What follows belongs to an exercise in optimizing a design on an open flow for a short achievable clock period and few clock cycles; a production flow would make more cautious choices. The RTL was checked by simulation tests, not by an equivalence proof against the original design. No activity file was given, so power comes from the tool's default toggle rates.

==> flow/run.sh <==
#!/bin/bash
# synth_recipe.tcl (not shown) runs the flow's synth.tcl, then flattens the netlist and writes it again
# the make line also repeats each setting of config.mk as NAME=value (left out here)
make -C /OpenROAD-flow-scripts/flow DESIGN_CONFIG=/design/flow/config.mk WORK_HOME=/design/flow/orfs CLKGATE_MAP_FILE= SYNTH_SCRIPT=/design/flow/synth_recipe.tcl finish
==> flow/config.mk <==
export PLATFORM = sky130hd
export DESIGN_NAME = ARM
export DESIGN_NICKNAME = ARM
export VERILOG_FILES = /design/flow/design.v
export SDC_FILE = /design/flow/constraint.sdc
export NUM_CORES = 4
export LEC_CHECK = 0
export ABC_CLOCK_PERIOD_IN_PS = 10000
export CAP_MARGIN = 20
export CORE_MARGIN = 2
export CORE_UTILIZATION = 40
export SETUP_SLACK_MARGIN = 3
export SLEW_MARGIN = 20
==> flow/constraint.sdc <==
create_clock -name core_clock -period 20.0 [get_ports {CLK}]
set_input_delay 4.0000 -clock core_clock [delete_from_list [all_inputs] [get_ports {CLK}]]
set_output_delay 4.0000 -clock core_clock [all_outputs]
set_load 0.01 [all_outputs]
==> flow/design.v <==
module ALU (
    VAL1,
    VAL2,
    EXE_cmd,
    c_in,
    ALU_res,
    status_bits
);
    input[31:0] VAL1;
    input[31:0] VAL2;
    input[3:0] EXE_cmd;
    input c_in;
    output[31:0] ALU_res;
    output[3:0] status_bits;
    wire N, Z, C, V;
    assign status_bits = {N, Z, C, V};
    assign {C, ALU_res}=(EXE_cmd == 4'b0001) ? VAL2:
                        (EXE_cmd == 4'b1001) ? ~VAL2:
                        (EXE_cmd == 4'b0010) ? VAL1 + VAL2:
                        (EXE_cmd == 4'b0011) ? VAL1 + VAL2 + c_in:
                        (EXE_cmd == 4'b0100) ? VAL1 - VAL2:
                        (EXE_cmd == 4'b0101) ? VAL1 - VAL2 - {31'b0, ~c_in}:
                        (EXE_cmd == 4'b0110) ? VAL1 & VAL2:
                        (EXE_cmd == 4'b0111) ? VAL1 | VAL2:
                        (EXE_cmd == 4'b1000) ? VAL1 ^ VAL2:
                        33'b0;
    assign Z = ~(|ALU_res);
    assign N = ALU_res[31];
    assign V =  (EXE_cmd == 4'b0010 || EXE_cmd == 4'b0011) ? 
                ((ALU_res[31] & ~VAL1[31] & ~VAL2[31]) || (~ALU_res[31] & VAL1[31] & VAL2[31])):
                (EXE_cmd == 4'b0100 || EXE_cmd == 4'b0101) ?
                ((ALU_res[31] & ~VAL1[31] & VAL2[31]) || (~ALU_res[31] & VAL1[31] & ~VAL2[31])):
                1'b0;                      
endmodule
module Condition_Check (
    cond, Status_Reg, 
    cond_check
);
    input [3:0] cond, Status_Reg;
    output reg cond_check;
    wire Z_SR, C, N, V;
    assign N = Status_Reg[3];
    assign Z_SR = Status_Reg[2];
    assign C = Status_Reg[1];
    assign V = Status_Reg[0];
    always @(cond, Status_Reg) begin
        cond_check = 0;
        case (cond)
            4'd0:
                cond_check = Z_SR;
            4'd1:
                cond_check = ~Z_SR;
            4'd2:
                cond_check = C;
            4'd3:
                cond_check = ~C;
            4'd4:
                cond_check = N;
            4'd5:
                cond_check = ~N;
            4'd6:
                cond_check = V;
            4'd7:
                cond_check = ~V;
            4'd8:
                cond_check = C & ~Z_SR;
            4'd9:
                cond_check = ~C & Z_SR;
            4'd10:
                cond_check = N == V;
            4'd11:
                cond_check = N != V;
            4'd12:
                cond_check = Z_SR == 0 & N == V;
            4'd13:
                cond_check = Z_SR == 1 | N != V;
            4'd14:
                cond_check = 1;
            default:
                cond_check = 1;
        endcase
    end
endmodule
module ControlUnit(
    mode,
    opcode, 
    S,
	Instruction,
    mem_read,
    mem_write,
    B,
    EXE_CMD, 
	WB_enable, 
    up_status
);
    input [1:0] mode;
    input [3:0] opcode;
    input S;
	input [31:0] Instruction;
    output reg mem_write, mem_read;
    output reg WB_enable, B;
    output reg [3:0] EXE_CMD;
    output reg up_status;
    always @(*) begin
        {up_status, B, EXE_CMD, mem_write, mem_read, WB_enable} = 0;
        if (mode == 2'b00) begin
            up_status = S;
            case (opcode)
                4'b1101: begin
                    WB_enable = 1'b1;
                    EXE_CMD = 4'b0001;
                end
                4'b1111: begin
                    WB_enable = 1'b1;
                    EXE_CMD = 4'b1001;
                end
                4'b0100: begin
                    WB_enable = 1'b1;
                    EXE_CMD = 4'b0010;
                end
                4'b0101: begin
                    WB_enable = 1'b1;
                    EXE_CMD = 4'b0011;
                end
                4'b0010: begin
                    WB_enable = 1'b1;
                    EXE_CMD = 4'b0100;
                end
                4'b0110: begin
                    WB_enable = 1'b1;
                    EXE_CMD = 4'b0101;
                end
                4'b0000: begin
                    WB_enable = (Instruction == {4'b1110, 28'b0}) ? 1'b0 : 1'b1;
                    EXE_CMD = 4'b0110;
                end
                4'b1100: begin
                    WB_enable = 1'b1;
                    EXE_CMD = 4'b0111;
                end
                4'b0001: begin
                    WB_enable = 1'b1;
                    EXE_CMD = 4'b1000;
                end
                4'b1010: begin  
                    WB_enable = 1'b0;
                    EXE_CMD = 4'b0100;
                end
                4'b1000: begin  
                    WB_enable = 1'b0;
                    EXE_CMD = 4'b0110;
                end
            endcase
        end
        else if (mode == 2'b01) begin
            if (opcode == 4'b0100) begin
                if (S == 1'b1) begin
                    mem_read = 1'b1;
                    EXE_CMD = 4'b0010;
                    WB_enable = 1'b1;
                end
                else begin
                    mem_write = 1'b1;
                    EXE_CMD = 4'b0010;
                end
            end
        end
        else if (mode == 2'b10) begin
            if(Instruction[24] == 0)begin
                B = 1'b1;
            end
        end
        else begin
            {B, EXE_CMD, mem_write, mem_read, WB_enable} = 0;
        end
    end
endmodule
module DecodeReg (
    clk,
    rst,
    flush,
    PC_in,
    B_in,
    EXE_CMD_in,
    S_in,
    MEM_R_EN_in,
    MEM_W_EN_in,
    Status_Reg_in,
    WB_EN_in,
    Signed_imm_24_in,
    Dest_in,
    Val_Rn_in,
    Val_Rm_in,
    imm_in,
    Shift_operand_in,
    PC,
    B,
    EXE_CMD,
    S,
    MEM_R_EN,
    MEM_W_EN,
    WB_EN,
    Signed_imm_24,
    Dest,
    Val_Rn,
    Val_Rm,
    imm,
    Shift_operand,
    Status_Reg,
    src1_in,
    src2_in,
    src1,
    src2,
    freeze
);
    input wire clk;
    input wire rst;
    input wire flush;
    input wire [31:0] PC_in, Val_Rn_in, Val_Rm_in;
    input B_in, S_in, MEM_R_EN_in, MEM_W_EN_in, WB_EN_in, imm_in;
    input [23:0] Signed_imm_24_in;
    input [3:0] Dest_in, EXE_CMD_in, Status_Reg_in;
    input [11:0] Shift_operand_in;
    input [3:0] src1_in, src2_in;
    input freeze;
    output reg [31:0] PC;
    output reg [23:0] Signed_imm_24;
    output reg [3:0] Dest;
    output reg B, S, MEM_W_EN, MEM_R_EN, WB_EN, imm;
    output reg [3:0] EXE_CMD, Status_Reg;
    output reg [31:0] Val_Rm, Val_Rn;
    output reg [11:0] Shift_operand;
    output reg [3:0] src1, src2;
    always @(posedge clk, posedge rst) begin
        if(rst)begin
            {PC, Signed_imm_24, Dest, B, S, MEM_W_EN, MEM_R_EN, WB_EN, EXE_CMD, Val_Rm, Val_Rn, imm, Shift_operand, Status_Reg, src1, src2} <= 0;
        end
        else if(flush)begin
            {PC, Signed_imm_24, Dest, B, S, MEM_W_EN, MEM_R_EN, WB_EN, EXE_CMD, Val_Rm, Val_Rn, imm, Shift_operand, Status_Reg, src1, src2} <= 0;
        end
        else if (~freeze) begin
            {PC, Signed_imm_24, Dest, B, S, MEM_W_EN, MEM_R_EN, WB_EN, EXE_CMD, Val_Rm, Val_Rn, imm, Shift_operand, Status_Reg, src1, src2} <=
            {PC_in, Signed_imm_24_in, Dest_in, B_in, S_in, MEM_W_EN_in, MEM_R_EN_in, WB_EN_in, EXE_CMD_in, Val_Rm_in, Val_Rn_in, imm_in, Shift_operand_in, Status_Reg_in, src1_in, src2_in};
        end
    end
endmodule
module DecodeStage (
    clk,
    rst,
    WB_WB_EN,
    Instruction,
    Status_Reg,
    hazard,
    Dest_wb,
    Result_Wb,
    Signed_imm_24,
    Dest,
    S,
    B,
    MEM_W_EN,
    MEM_R_EN,
    WB_EN,
    EXE_CMD,
    Val_Rn,
    Val_Rm,
    imm,
    Shift_operand,
    src1,
    src2,
    Two_src
);
    input clk;
    input rst;
    input [31:0] Instruction, Result_Wb;
    input [3:0] Status_Reg;
    input [3:0] Dest_wb;
    input hazard, WB_WB_EN;
    output [23:0] Signed_imm_24;
    output [3:0] Dest;
    output wire B, S, MEM_W_EN, MEM_R_EN, WB_EN;
    output wire [3:0] EXE_CMD;
    output wire [31:0] Val_Rn, Val_Rm;
	output imm;
	output[11:0] Shift_operand;
    output [3:0] src1, src2;
    output Two_src;
    assign imm = Instruction[25];
    assign Shift_operand = Instruction[11:0];
    wire [3:0] Rm, Rn, Rd;
    assign Rm = Instruction[3:0];
    assign Rd = Instruction[15:12];
    assign Rn = Instruction[19:16];
    wire [3:0] opcode;
    assign opcode = Instruction[24:21];
    wire S_in;
    assign S_in = Instruction[20];
    wire [1:0] mode;
    assign mode = Instruction[27:26];
    wire [3:0] cond;
    assign cond = Instruction[31:28];
    assign Dest = Rd;
    wire [3:0] in1_Addr, in2_Addr;
    wire cond_check;
    wire CU_B, CU_MEM_W_EN, CU_MEM_R_EN, CU_WB_EN, CU_up_status;
    wire [3:0] CU_EXE_CMD;
    assign in1_Addr = Rn;
    assign in2_Addr = CU_MEM_W_EN ? Rd : Rm;
    RegisterFile RF (
        .clk(clk),
        .rst(rst),
        .src1(in1_Addr), 
        .src2(in2_Addr), 
        .Dest_wb(Dest_wb),
        .Result_wb(Result_Wb),
        .writeBackEn(WB_WB_EN),
        .reg1(Val_Rn), 
		.reg2(Val_Rm)
    );
    ControlUnit CU (
        .mode(mode), 
        .opcode(opcode),
        .S(S_in),
		.Instruction(Instruction),
        .mem_read(CU_MEM_R_EN), 
        .mem_write(CU_MEM_W_EN),
        .B(CU_B),
        .EXE_CMD(CU_EXE_CMD),
		.WB_enable(CU_WB_EN), 
        .up_status(CU_up_status)
    );
    Condition_Check CC (
        .cond(cond), 
		.Status_Reg(Status_Reg),
        .cond_check(cond_check)
    );
    assign Signed_imm_24 = {{16{Instruction[7]}}, Instruction[7:0]};
    assign {S, B, MEM_W_EN, MEM_R_EN, WB_EN, EXE_CMD} = (~cond_check | hazard) ? 0 :
           {S_in, CU_B, CU_MEM_W_EN, CU_MEM_R_EN, CU_WB_EN, CU_EXE_CMD};
    assign Two_src = ~imm | CU_MEM_W_EN;
    assign src1 = in1_Addr;
    assign src2 = in2_Addr;
endmodule
module ExecuteReg (
    clk,
    rst,
    WB_en_in,
    MEM_R_EN_in,
    MEM_W_EN_in,
    ALU_result_in,
    ST_val_in,
    Dest_in,
    WB_en,
    MEM_R_EN,
    MEM_W_EN,
    ALU_result,
    ST_val,
    Dest,
    freeze
);
    input clk;
    input rst;
    input WB_en_in;
    input MEM_R_EN_in;
    input MEM_W_EN_in;
    input [31:0] ALU_result_in;
    input [31:0] ST_val_in;
    input [3:0] Dest_in;
    input freeze;
    output reg WB_en;
    output reg MEM_R_EN;
    output reg MEM_W_EN;
    output reg [31:0] ALU_result;
    output reg [31:0] ST_val;
    output reg [3:0] Dest;
	always @(posedge clk, posedge rst) begin
		if (rst == 1) begin
			WB_en	        <= 0;
			MEM_W_EN 	    <= 0;
			MEM_R_EN	    <= 0;
			ALU_result	    <= 32'b0;
			ST_val		    <= 32'b0;
			Dest			<= 4'b0;
		end
		else if(freeze != 1'b1) begin
			WB_en           <= WB_en_in;
			MEM_W_EN        <= MEM_W_EN_in;
			MEM_R_EN        <= MEM_R_EN_in;
			ALU_result      <= ALU_result_in;
		    ST_val          <= ST_val_in;
		    Dest            <= Dest_in;
		end		
	end
endmodule
module ExecuteStage(
    clk,
    EXE_CMD,
    MEM_R_EN,
    MEM_W_EN,
    PC,
    Val_Rn,
    Val_Rm,
    imm,
    Shift_operand,
    Signed_imm_24,
    Status_Reg_in,
    ALU_result,
    Br_addr,
    Status_Reg,
    sel_src1,
    sel_src2,
    ALU_result_ER,
    WB_Value,
    MEM_ADDR
);
    input clk;
    input MEM_R_EN;
    input MEM_W_EN;
    input imm;
    input [31:0] PC;
    input [31:0] Val_Rn;
    input [31:0] Val_Rm;
    input [3:0] EXE_CMD;
    input [3:0] Status_Reg_in;
    input [11:0] Shift_operand;
    input [23:0] Signed_imm_24;
    input [1:0] sel_src1, sel_src2;
    input [31:0] ALU_result_ER, WB_Value;
    output [31:0] ALU_result;
    output [31:0] Br_addr;
    output [3:0] Status_Reg;
    output [31:0] MEM_ADDR;
    wire [31:0] VAL2GEN;
    wire [31:0] Val1, Val2;
    assign Val1 =   (sel_src1 == 2'b00) ? Val_Rn : 
                    (sel_src1 == 2'b01) ? ALU_result_ER :
                    (sel_src1 == 2'b10) ? WB_Value : 32'b0;
    assign Val2 =   (sel_src2 == 2'b00) ? Val_Rm : 
                    (sel_src2 == 2'b01) ? ALU_result_ER :
                    (sel_src2 == 2'b10) ? WB_Value : 32'b0;
    assign MEM_ADDR = Val2;
    ALU ALU1(
        .VAL1(Val1),
        .VAL2(VAL2GEN),
        .EXE_cmd(EXE_CMD),
        .c_in(Status_Reg_in[1]),
        .ALU_res(ALU_result),
        .status_bits(Status_Reg)
    );
    adder_addr ADDEER_ADDR(
        .PC(PC),
        .sign_24_imm(Signed_imm_24),
        .br_addr(Br_addr)
    );
    Val2_Gen VAL2GENERATOR(
        .imm(imm),
        .MEM_RW_EN(MEM_W_EN | MEM_R_EN),
        .shift_operand(Shift_operand),
        .Val_Rm(Val2),
        .Val2(VAL2GEN)
    );
endmodule
module FetchReg (
    clk,
    rst,
    freeze,
    flush,
    PC_in,
    Instruction_in,
    PC,
    Instruction
);
    input wire clk;
    input wire rst;
    input wire freeze;
    input wire flush;
    input [31:0] PC_in;
    input [31:0] Instruction_in;
    output reg [31:0] PC;
    output reg [31:0] Instruction;
    always @(posedge clk, posedge rst) begin
        if(rst)begin
            Instruction <= 0;
            PC <= 0;
        end
        else if (flush)begin
            Instruction <= {4'b1110, 28'b0};
            PC <= 0;
        end        
        else if(~freeze)begin
            PC <= PC_in;
            Instruction <= Instruction_in;
        end
    end
endmodule
module FetchStage (
    clk,
    rst,
    freeze,
    Branch_taken,
    BranchAddr,
    Inst_addr,
    Inst_data,
    PC,
    Instruction
);
    input wire clk;
    input wire rst;
    input wire freeze;
    input wire Branch_taken;
    input [31:0] BranchAddr;
    input [31:0] Inst_data;
    output [31:0] Inst_addr;
    output [31:0] PC;
    output [31:0] Instruction;
    reg [31:0] PC_Reg;
    wire [31:0] PC_In;
    assign Inst_addr = PC_Reg;
    assign Instruction = Inst_data;
    always @(posedge clk, posedge rst) begin
        if(rst)
            PC_Reg <= 0;
        else if(~freeze)
            PC_Reg <= PC_In;
    end
    assign PC_In = Branch_taken ? BranchAddr : PC;
    assign PC = PC_Reg + 4;
endmodule
module ForwardingUnit (
    src1, 
    src2,
    Dest_ER,
    Dest_MR, 
    WB_EN_MR,
    WB_EN_ER,
    sel_src1,
    sel_src2
);
    input [3:0] src1; 
    input [3:0] src2;
    input [3:0] Dest_ER, Dest_MR;
    input WB_EN_ER, WB_EN_MR;
    output [1:0] sel_src1;
    output [1:0] sel_src2;
    assign sel_src1 =   ((src1 == Dest_ER) && (WB_EN_ER == 1'b1)) ? 2'b01 :
                        ((src1 == Dest_MR) && (WB_EN_MR == 1'b1)) ? 2'b10 : 2'b00;
    assign sel_src2 =   ((src2 == Dest_ER) && (WB_EN_ER == 1'b1)) ? 2'b01 :
                        ((src2 == Dest_MR) && (WB_EN_MR == 1'b1)) ? 2'b10 : 2'b00;
endmodule
module HazardDetectionUnit (
    EXE_MEM_R_EN,
    F_or_nH,
    opcode,
    src1,
    src2,
    two_src,
    Exe_Dest,
    Exe_WB_EN,
    Mem_Dest,
    Mem_WB_EN,
    hazard_detect
);
    input[3:0] src1, src2, Mem_Dest, Exe_Dest, opcode;
    input Exe_WB_EN, Mem_WB_EN, two_src;
    input EXE_MEM_R_EN, F_or_nH;
    output hazard_detect;
    assign hazard_detect =  (EXE_MEM_R_EN == 1'b1 && F_or_nH && (Exe_Dest == src1 || (Exe_Dest == src2 && two_src == 1'b1))) ? 1'b1 :
                            F_or_nH ? 1'b0 : ~(opcode == 4'b1101 || opcode == 4'b1111) ?
                            ((src1 == Exe_Dest)&&(Exe_WB_EN == 1'b1)) ? 1'b1 :
                            ((src1 == Mem_Dest)&&(Mem_WB_EN == 1'b1)) ? 1'b1 :
                            ((src2 == Exe_Dest)&&(Exe_WB_EN == 1'b1)&&(two_src == 1'b1)) ? 1'b1 :
                            ((src2 == Mem_Dest)&&(Mem_WB_EN == 1'b1)&&(two_src == 1'b1)) : 1'b0;
    endmodule
module MemAccessReg(
    clk,
    rst,
    WB_EN_in,
    MEM_R_EN_in,
	Dest_in,
	ALU_Res,
	Data_mem_res_in,
	ALU_Result,
	WB_EN,MEM_R_EN,
	Dest,
	Data_mem_res,
	freeze
);
	input clk, rst, WB_EN_in, MEM_R_EN_in;
	input [3:0] Dest_in;
	input [31:0] ALU_Res;
	input [31:0] Data_mem_res_in;
    input freeze;
	output reg [31:0] ALU_Result;
	output reg WB_EN, MEM_R_EN;
	output reg [3:0] Dest;
	output reg [31:0] Data_mem_res;
	always @(posedge clk, posedge rst) begin
		if (rst == 1) begin
			ALU_Result      <= 32'b0;
			WB_EN           <= 0;
			MEM_R_EN        <= 0;
			Dest            <= 4'b0;
			Data_mem_res    <= 32'b0;
		end
		else if (~freeze) begin
			ALU_Result      <= ALU_Res;
			WB_EN           <= WB_EN_in;
			MEM_R_EN        <= MEM_R_EN_in;
			Dest            <= Dest_in;
			Data_mem_res    <= Data_mem_res_in;
		end
	end
endmodule
module RegisterFile (
    clk,
    rst,
    src1,
    src2, 
    Dest_wb,
    Result_wb,
    writeBackEn,
    reg1,
    reg2
);
    input wire clk, rst;
    input wire [3:0] src1, src2, Dest_wb;
    input wire [31:0] Result_wb; 
    input wire writeBackEn;
    output wire [31:0] reg1, reg2;
    reg [31:0] Reg_File [14:0];
    integer i;
    always @(negedge clk, posedge rst) begin
        if (rst) begin
            for (i = 0; i < 15; i = i + 1) begin
                Reg_File[i] <= i;
            end
        end
        else if(writeBackEn) begin
            Reg_File[Dest_wb] <= Result_wb;
        end
    end
    assign reg1 = Reg_File[src1];
    assign reg2 = Reg_File[src2];
endmodule
module SRAM_Controller (
    input clk,
    input rst,
    input MEM_W_EN,
    input MEM_R_EN,
    input [31:0] Data_address,  
    input [31:0] Data_in,  
    output [31:0] Data_out,  
    output freeze_signal,
    input [15:0] SRAM_DQ_in,  
    output [15:0] SRAM_DQ_out,  
    output [17:0] SRAM_ADDR,  
    output SRAM_WE_N  
);
    reg [3:0] counter;
    always@(posedge clk, posedge rst)begin
        if(rst == 1'b1)begin
            counter <= 3'b0;
        end
        else if((MEM_W_EN == 1'b1) || (MEM_R_EN == 1'b1)) begin
            if(counter != 3'b101)
                counter <= counter + 3'b001;
            else
                counter <= 3'b0;
        end
        else 
            counter <= 3'b0;
    end
    assign SRAM_WE_N = ((MEM_W_EN == 1'b1) && (counter < 3'b010)) ? 1'b0 : 1'b1;
    assign freeze_signal = (MEM_W_EN || MEM_R_EN) & (counter != 3'b101);
    wire [31:0] Decoded_Address;
    assign Decoded_Address = (Data_address - 32'd1024);
    wire [31:0] Memory_address;
    assign Memory_address = {1'b0 , Decoded_Address[31:1]};
    assign SRAM_ADDR =  ((MEM_W_EN == 1'b1) && counter == 3'b000) ? (Memory_address [17:0]) :  
                        ((MEM_W_EN == 1'b1) && counter == 3'b001) ? (Memory_address [17:0] + 1'b1) :
                        ((MEM_R_EN == 1'b1) && counter == 3'b000) ? (Memory_address [17:0]) :
                        ((MEM_R_EN == 1'b1) && counter == 3'b001) ? (Memory_address [17:0] + 1'b1) : 18'b0;
    assign SRAM_DQ_out = ((MEM_W_EN == 1'b1) && counter == 3'b000) ? Data_in [15:0] :
                         ((MEM_W_EN == 1'b1) && counter == 3'b001) ? Data_in [31:16] : 16'b0;
    reg [31:0] Data_out_reg;
    always @(posedge clk, posedge rst) begin
        if (rst) begin
            Data_out_reg <= 0;
        end
        else if ((MEM_R_EN == 1'b1) && counter == 3'b000) begin
            Data_out_reg[15:0] <= SRAM_DQ_in;
        end
        else if ((MEM_R_EN == 1'b1) && counter == 3'b001) begin
            Data_out_reg[31:16] <= SRAM_DQ_in;
        end
    end
    assign Data_out = Data_out_reg;
endmodule
module Val2_Gen (
	imm,
	MEM_RW_EN,
	shift_operand,
	Val_Rm,
	Val2
);
	input imm;
	input MEM_RW_EN;
	input[11:0] shift_operand;
	input[31:0] Val_Rm;
	output reg[31:0] Val2;
	always @(imm, MEM_RW_EN, shift_operand, Val_Rm) 
	begin
		Val2 = Val_Rm;
		if (MEM_RW_EN == 1)
		begin
			Val2 = {{20{shift_operand[11]}}, shift_operand[11:0]};
		end
		else if (imm == 1) begin
			Val2 = {shift_operand[7:0], 24'b0, shift_operand[7:0]} >> {shift_operand[11:8], 1'b0};
		end
		else if(shift_operand[4] == 1'b0)
		begin
			case(shift_operand[6:5])
				2'b00:  Val2 = Val_Rm 		   << 	shift_operand[11:7];
		        2'b01:	Val2 = Val_Rm 		   >> 	shift_operand[11:7];
		        2'b10:	Val2 = Val_Rm 		   >>> 	shift_operand[11:7];
		        2'b11:	Val2 = {Val_Rm,Val_Rm} >>   shift_operand[11:7];
			endcase
		end
	end
endmodule
module WriteBackStage(
    ALU_result,
    MEM_result,
    MEM_R_en,
    out
);
	input  [31:0]ALU_result;
	input  [31:0]MEM_result;
	input  MEM_R_en;
	output [31:0]out;
	reg	   [31:0]out;
	always @(MEM_R_en, ALU_result, MEM_result) 
		case (MEM_R_en)
			1'b0  : out = ALU_result;
			1'b1  : out = MEM_result;			
		endcase
endmodule
module adder_addr(
    PC,
    sign_24_imm,
    br_addr
);
    input[31:0] PC;
    input[23:0] sign_24_imm;
    output[31:0] br_addr;
    wire[31:0] branch;
    assign branch = ({{8{sign_24_imm[23]}}, sign_24_imm}) << 2'b10;
    assign br_addr = PC + branch;
endmodule
module status_reg(
	clk,
	rst,
	S,
	status_bit,
	SR
);
	input clk, rst, S;
	input[3:0] status_bit;
	output reg [3:0] SR;
	always@(negedge clk, posedge rst)
	begin
		if(rst)
			SR <= 4'b0;
		else if(S)
			SR <= status_bit;
	end
endmodule
module ARM
	(
		CLK,							 
		RST,							 
		INST_ADDR,						 
		INST_DATA,						 
		SRAM_ADDR,						 
		SRAM_WE_N,						 
		SRAM_DQ_OUT,					 
		SRAM_DQ_IN						 
	);
input			CLK;
input			RST;
output	[31:0]	INST_ADDR;
input	[31:0]	INST_DATA;
output	[17:0]	SRAM_ADDR;
output			SRAM_WE_N;
output	[15:0]	SRAM_DQ_OUT;
input	[15:0]	SRAM_DQ_IN;
	wire [31:0] PC, PC_FR, PC_DR;
	wire [31:0] Instruction, Instruction_FR;
	wire flush, rst;
	wire hazard, freeze;
	wire F_or_nH;
	assign rst = RST;
	assign F_or_nH = 1'b1;  
	wire B_DR;
	wire [31:0] BranchAddr;
	wire CLOCK_25;
	assign CLOCK_25 = CLK;
	FetchStage FS (
		.clk(CLOCK_25),
		.rst(rst),
		.freeze(hazard | freeze),
		.Branch_taken(B_DR),
		.BranchAddr(BranchAddr),
		.Inst_addr(INST_ADDR),
		.Inst_data(INST_DATA),
		.PC(PC),
		.Instruction(Instruction)
	);
	FetchReg FR (
		.clk(CLOCK_25),
		.rst(rst),
		.freeze(hazard | freeze),
		.flush(flush),
		.PC_in(PC),
		.Instruction_in(Instruction),
		.PC(PC_FR),
		.Instruction(Instruction_FR)
	);
	wire [23:0] Signed_imm_24, Signed_imm_24_DR;
	wire S, B, MEM_R_EN, MEM_W_EN, WB_EN;
	wire S_DR, MEM_R_EN_DR, MEM_W_EN_DR, WB_EN_DR;
	wire MEM_R_EN_ER, MEM_W_EN_ER, WB_EN_ER, WB_EN_MR, MEM_R_EN_MR;
	wire [3:0] Dest, Dest_DR, Dest_ER, Dest_MR;
	wire [3:0] EXE_CMD, EXE_CMD_DR;
	wire [31:0] Val_Rn, Val_Rm, Val_Rn_DR, Val_Rm_DR, Val_Rm_ER;
	wire [31:0] WB_Value;
	wire imm, imm_DR;
	wire [11:0] Shift_operand, Shift_operand_DR;
	wire [3:0] Status_Reg, Status_Reg_DR, Status_Reg_ER;
	wire [3:0] Rn, src2, src1_DR, src2_DR;
	wire Two_src;
	wire [1:0] sel_src1, sel_src2, sel_src1_FU, sel_src2_FU;
	DecodeStage DS (
		.clk(CLOCK_25), 
		.rst(rst),
		.WB_WB_EN(WB_EN_MR),
		.Instruction(Instruction_FR),
		.Status_Reg(Status_Reg_ER),
		.hazard(hazard),
		.Dest_wb(Dest_MR),
		.Result_Wb(WB_Value),
		.Signed_imm_24(Signed_imm_24),
		.Dest(Dest),
		.S(S),
		.B(B),
		.MEM_W_EN(MEM_W_EN),
		.MEM_R_EN(MEM_R_EN),
		.WB_EN(WB_EN),
		.EXE_CMD(EXE_CMD),
    	.Val_Rn(Val_Rn),
    	.Val_Rm(Val_Rm),
		.imm(imm),
		.Shift_operand(Shift_operand),
		.src1(Rn),
		.src2(src2),
		.Two_src(Two_src)
	);
	assign flush = B_DR & ~freeze;
	DecodeReg DR (
		.clk(CLOCK_25),
		.rst(rst),
		.flush(flush),
		.imm_in(imm),
		.Shift_operand_in(Shift_operand),
		.PC_in(PC_FR),
		.PC(PC_DR),
		.B_in(B),
		.EXE_CMD_in(EXE_CMD),
		.S_in(S), 
		.MEM_R_EN_in(MEM_R_EN),
		.MEM_W_EN_in(MEM_W_EN),
    	.Status_Reg_in(Status_Reg_ER),
		.WB_EN_in(WB_EN),
		.Signed_imm_24_in(Signed_imm_24),
		.Dest_in(Dest),
		.B(B_DR),
		.EXE_CMD(EXE_CMD_DR),
		.S(S_DR),
		.MEM_R_EN(MEM_R_EN_DR),
		.MEM_W_EN(MEM_W_EN_DR),
		.WB_EN(WB_EN_DR),
		.Signed_imm_24(Signed_imm_24_DR),
		.Dest(Dest_DR),
		.Val_Rn_in(Val_Rn),
		.Val_Rm_in(Val_Rm),
		.Val_Rn(Val_Rn_DR),
		.Val_Rm(Val_Rm_DR),
		.imm(imm_DR),
		.Shift_operand(Shift_operand_DR),
		.Status_Reg(Status_Reg_DR),
    	.src1_in(Rn),
    	.src2_in(src2),
    	.src1(src1_DR),
    	.src2(src2_DR),
		.freeze(freeze)
	);
	status_reg sr(
		.clk(CLOCK_25),
		.rst(rst),
		.S(S_DR),
		.status_bit(Status_Reg),
		.SR(Status_Reg_ER)
	);
	wire [31:0] ALU_result, ALU_result_ER, ALU_result_MR, MEM_ADDR;
	ExecuteStage ES(
		.clk(CLOCK_25),
		.EXE_CMD(EXE_CMD_DR),
		.MEM_R_EN(MEM_R_EN_DR),
		.MEM_W_EN(MEM_W_EN_DR),
		.PC(PC_DR),
		.Val_Rn(Val_Rn_DR),
		.Val_Rm(Val_Rm_DR),
		.imm(imm_DR),
		.Shift_operand(Shift_operand_DR),
		.Signed_imm_24(Signed_imm_24_DR),
		.Status_Reg_in(Status_Reg_DR),
		.ALU_result(ALU_result),
		.Br_addr(BranchAddr),
		.Status_Reg(Status_Reg),
		.sel_src1(sel_src1),
		.sel_src2(sel_src2),
		.ALU_result_ER(ALU_result_ER),
		.WB_Value(WB_Value),
		.MEM_ADDR(MEM_ADDR)
	);
	ExecuteReg ER (
		.clk(CLOCK_25),
		.rst(rst),
		.WB_en_in(WB_EN_DR),
		.MEM_R_EN_in(MEM_R_EN_DR),
		.MEM_W_EN_in(MEM_W_EN_DR),
		.ALU_result_in(ALU_result),
		.ST_val_in(MEM_ADDR),
		.Dest_in(Dest_DR),
		.WB_en(WB_EN_ER),
		.MEM_R_EN(MEM_R_EN_ER),
		.MEM_W_EN(MEM_W_EN_ER),
		.ALU_result(ALU_result_ER),
		.ST_val(Val_Rm_ER),
		.Dest(Dest_ER),
		.freeze(freeze)
	);
	wire [31:0] Data_mem_res, Data_mem_res_MR;
	MemAccessReg MAR(
		.clk(CLOCK_25),
		.rst(rst),
		.WB_EN_in(WB_EN_ER),
		.MEM_R_EN_in(MEM_R_EN_ER),
		.Dest_in(Dest_ER),
		.ALU_Res(ALU_result_ER),
		.Data_mem_res_in(Data_mem_res),
		.ALU_Result(ALU_result_MR),
		.WB_EN(WB_EN_MR),
		.MEM_R_EN(MEM_R_EN_MR),
		.Dest(Dest_MR),
		.Data_mem_res(Data_mem_res_MR),
		.freeze(freeze)
	);
	WriteBackStage WBS(
		.ALU_result(ALU_result_MR),
		.MEM_result(Data_mem_res_MR),
		.MEM_R_en(MEM_R_EN_MR),
		.out(WB_Value)
	);
	HazardDetectionUnit HDU(
		.EXE_MEM_R_EN(MEM_R_EN_DR),
		.F_or_nH(F_or_nH),
		.opcode(Instruction_FR[24:21]),
		.src1(Rn),
		.src2(src2),
		.two_src(Two_src),
		.Exe_Dest(Dest_DR),
		.Exe_WB_EN(WB_EN_DR),
		.Mem_Dest(Dest_ER),
		.Mem_WB_EN(WB_EN_ER),
		.hazard_detect(hazard)
	);
	ForwardingUnit FU(
    	.src1(src1_DR),
		.src2(src2_DR),
		.Dest_ER(Dest_ER),
		.Dest_MR(Dest_MR),
		.WB_EN_MR(WB_EN_MR),
		.WB_EN_ER(WB_EN_ER),
		.sel_src1(sel_src1_FU),
		.sel_src2(sel_src2_FU)
	);
	assign sel_src1 = F_or_nH ? sel_src1_FU : 2'b0;
	assign sel_src2 = F_or_nH ? sel_src2_FU : 2'b0;
	SRAM_Controller SC(
		.clk(CLOCK_25),
		.rst(rst),
		.MEM_W_EN(MEM_W_EN_ER),
		.MEM_R_EN(MEM_R_EN_ER),
		.Data_address(ALU_result_ER),
		.Data_in(Val_Rm_ER),
		.freeze_signal(freeze),
		.Data_out(Data_mem_res),
		.SRAM_DQ_in(SRAM_DQ_IN),
		.SRAM_DQ_out(SRAM_DQ_OUT),
		.SRAM_ADDR(SRAM_ADDR),
		.SRAM_WE_N(SRAM_WE_N)
	);
endmodule
==> results.txt <==
Yosys cell counts, drive strengths merged, types with 63 or more instances:
library cell  number
nand2            903
nor2             818
a21oi            677
o21ai            556
clkbuf           486
dfrtn            456
dfrtp            404
a22oi            334
nand3            154
inv              152
ha               133
nand4            133
nor3             121
mux2i            112
xnor2            108
o31ai             96
buf               91
a22o              68
xor2              68
o21a              64
and3              63
power groups by stage:
stage / clock network [mW] / logic, mW / registers (mW)
global placement: 0.00886 / 9.30 / 3.28
detailed placement: 0.00886 / 9.26 / 3.29
finish: 1.77 / 10.7 / 3.30
global route: 1.87 / 11.2 / 3.38
CTS: 1.79 / 10.0 / 3.28
floorplan: 0.00886 / 5.76 / 2.97
per-layer routing:
layer	part of all wire (%)	global-route usage, %	vias to the layer above
met1	39	49.1	30000
met4	7.9	25.8	4
li1	-	-	26500
met3	11	9.85	984
met2	42	54.7	3832
met5	0.013	0	-
layout make-up:
| class | instances | area share (%) |
|---|---|---|
| diodes | 8 | 0.0285 |
| inverters | 157 | 0.851 |
| clock buffers | 132 | 3.75 |
| clock inverters | 65 | 0.673 |
| multi-input cells | 5467 | 51.6 |
| repair buffers | 634 | 7.97 |
| well taps | 1917 | 3.41 |
| flip-flops and latches | 888 | 31.7 |
layout by cell type (no fill, tap or decap), drive strengths merged, types with 68 or more instances in the layout:
| cell type | netlist | layout |
|---|---|---|
| a21oi | 677 | 677 |
| a22o | 68 | 68 |
| a22oi | 334 | 334 |
| buf | 91 | 512 |
| clkbuf | 486 | 134 |
| clkdlybuf4s50 | 0 | 116 |
| dfrtn | 456 | 456 |
| dfrtp | 404 | 404 |
| ha | 133 | 133 |
| inv | 152 | 184 |
| mux2i | 112 | 112 |
| nand2 | 903 | 903 |
| nand3 | 154 | 154 |
| nand4 | 133 | 133 |
| nor2 | 818 | 818 |
| nor3 | 121 | 122 |
| o21ai | 556 | 556 |
| o31ai | 96 | 97 |
| xnor2 | 108 | 108 |
| xor2 | 68 | 68 |
logic make-up (layout without fill, tap and decap cells):
group           count (synthesis)  count (layout)  synth area share, %
fa+ha+maj                     136             136                 2.93
other cells                     0               8                    0
flops                         888             888                 37.9
buf+inv                       735             988                 4.95
mux                           233             233                 5.37
xor+xnor                      176             176                 2.64
simple gates                 2437            2440                 18.4
compound gates               2481            2482                 27.9
timing repair:
item | CTS | global route
gates resized for setup | 310 | 94
setup endpoints to repair | 4 | 4
cloned | 9 | 2
pin swaps | 83 | 67
buffers inserted | 106 | 38
worst max-delay path by stage:
stage | startpoint | to | slack, ps | depth (start not counted)
final | DR.src2[0] | sr.SR[2] | 1960 | 32
after global routing | DR.src2[0] | sr.SR[0] | 1740 | 36
after CTS | MAR.Dest[3] | sr.SR[2] | 2100 | 35
after detailed placement | MAR.Dest[0] | sr.SR[2] | 480 | 32
after global placement | MAR.Dest[0] | sr.SR[2] | 400 | 32
after floorplan | RST | DS.RF.Reg_File[0][0] | -5850 | 1
stage by stage:
stage	TNS (ps)	std cells	util (%)
finish	0	9268	48.2
global route	0	9263	48.2
CTS	0	9220	47.6
detailed placement	0	8909	43.6
global placement	0	8908	43.6
floorplan	-2744120	7086	-
critical path, delay by kind of cell (launching register included):
kind	cells	cell delay, ps
AOI/OAI and AO/OA	13	3320
and+or+nand+nor	7	1310
adders and majority gates	1	290
buffers and inverters	9	1670
muxes	2	740
DFF	1	450
==> results.py <==
metrics = {
    "global_routing": {
        "overflow": 0,
        "first_global_vias": 58000,
        "track_usage_pct": 37.7,
        "antenna_found_initial": 13,
        "grt_pass1_wl_mm": 419,
        "grt_max_degree": 210,
    },
    "synth": {
        "seq_area_frac_synth_pct": 37.9,
        "synth_area_leaders": "dfrtn_1, dfrtp_1, nand2_1, a21oi_1, nor2_1",
        "synth_nets": 7272,
        "yosysUniqueCellTypes": 111,
        "yosys.area.top_type": "dfrtn_1",
        "async_flop_share_pct": 100,
        "ys_ff_latch": 888,
        "ys.flop_type": "dfrtn_1",
        "syn_area_um2": 58700,
        "synthCells": 7086,
        "ys_warn_count": 13,
        "synth_top_cell_area_share_pct": 19.4,
        "synth-edff-count": 0,
        "syn_area_per_cell_um2": 8.29,
    },
    "power": {
        "powerDensity_nw_per_um2": 225,
        "leakage_nw": 29.1,
        "power.switching_mw": 8.41,
        "p_sw_share_pct": 53.3,
        "seqPwrFrac_pct": 20.9,
        "combinationalPowerShare_pct": 67.8,
        "worst_ir_drop_vdd_mv": 0.0989,
        "power_mw": 15.8,
        "clock_power_share_pct": 11.2,
        "intPower_mw": 7.36,
    },
    "placed_design": {
        "place.detailed.hpwl_mm": 199,
        "pre_cts_ws_ps": 482,
        "placed_area_um2": 63600,
        "portBuffers": 116,
        "routabilityCongestion": 1.07,
    },
    "finish": {
        "regMostFlops": "DS.RF.Reg_File",
        "largest_register_ffs": 480,
        "multi_input_area_um2": 36300,
        "final_layout_size_suffix_gt1_share_pct": 17.3,
        "register_area_um2": 22300,
        "final_nets": 7453,
        "syn2layout_area_growth_pct": 19.6,
        "fin_area_um2": 70300,
        "fillers": 14100,
    },
    "worst_setup_path": {
        "r2r_end": "sr.SR[2]",
        "critical_path.endpoint_type": "register",
        "cp_common_cell": "buf_4",
        "slowest_delay_ps": 590,
        "critPathSlowestCell": "mux4_2",
        "timing.rr.start": "DR.src2[0]",
        "crit_fanout": 29,
        "reg2reg_slack_ps": 1960,
        "cp.required_ps": 10470,
        "start_kind": "register",
        "critPathKind": "reg -> reg",
        "reg2regPathDepth": 32,
        "cp.arrival_ps": 8520,
    },
    "sta": {
        "rsz0062_at_grt": "yes",
        "worst_pin_slew_ps": 1190,
        "fin_ws_ps": 1960,
        "slew_headroom_pct": 20.5,
        "clock_skew_ps": 77.1,
        "hold_ws_ps": 447,
        "setup_viol": 0,
        "hold_viol": 0,
        "maxSlewViolCount": 0,
    },
    "worst_hold_path": {
        "min_path_type": "reg -> reg",
        "hp-start": "DS.RF.Reg_File[0][23]",
        "min_path_cells": 2,
        "holdPathEnd": "DS.RF.Reg_File[0][23]",
    },
    "cts": {
        "cts_root_buffer": "clkbuf_16",
        "cts_hold_buf": 0,
        "clk_path_buf_depth": 3,
        "cts_buffers": 91,
        "ctsHtreeMaxLevel": 3,
        "clk_pin_slew_ps": 60,
        "worstSkewPairLatency_ps": 710,
        "cts_tree": "built",
        "cts_sinks": 888,
    },
    "floorplan": {
        "fp.dieH_um": 387,
        "die-width_um": 387,
        "core_area_um2": 146000,
        "initial_core_util_pct": 40.3,
        "ios": 117,
        "dieArea_um2": 150000,
        "num_rows": 140,
    },
    "detailed_routing": {
        "firstDrtPassIters": 9,
        "postRouteAntennaNets": 0,
        "drt-total-wl_mm": 293,
        "via_per_inst": 6.62,
        "vias": 61400,
        "drcViolationCount": 0,
        "wl_per_cell_um": 31.6,
        "drt_iter0_markers": 8179,
    },
    "status": {
        "status": "no timing/DRC/antenna violations",
    },
    "run": {
        "drv_cap": 0,
    },
}
Testbench counts, summed over its fixed seeds: cycles 84,912.
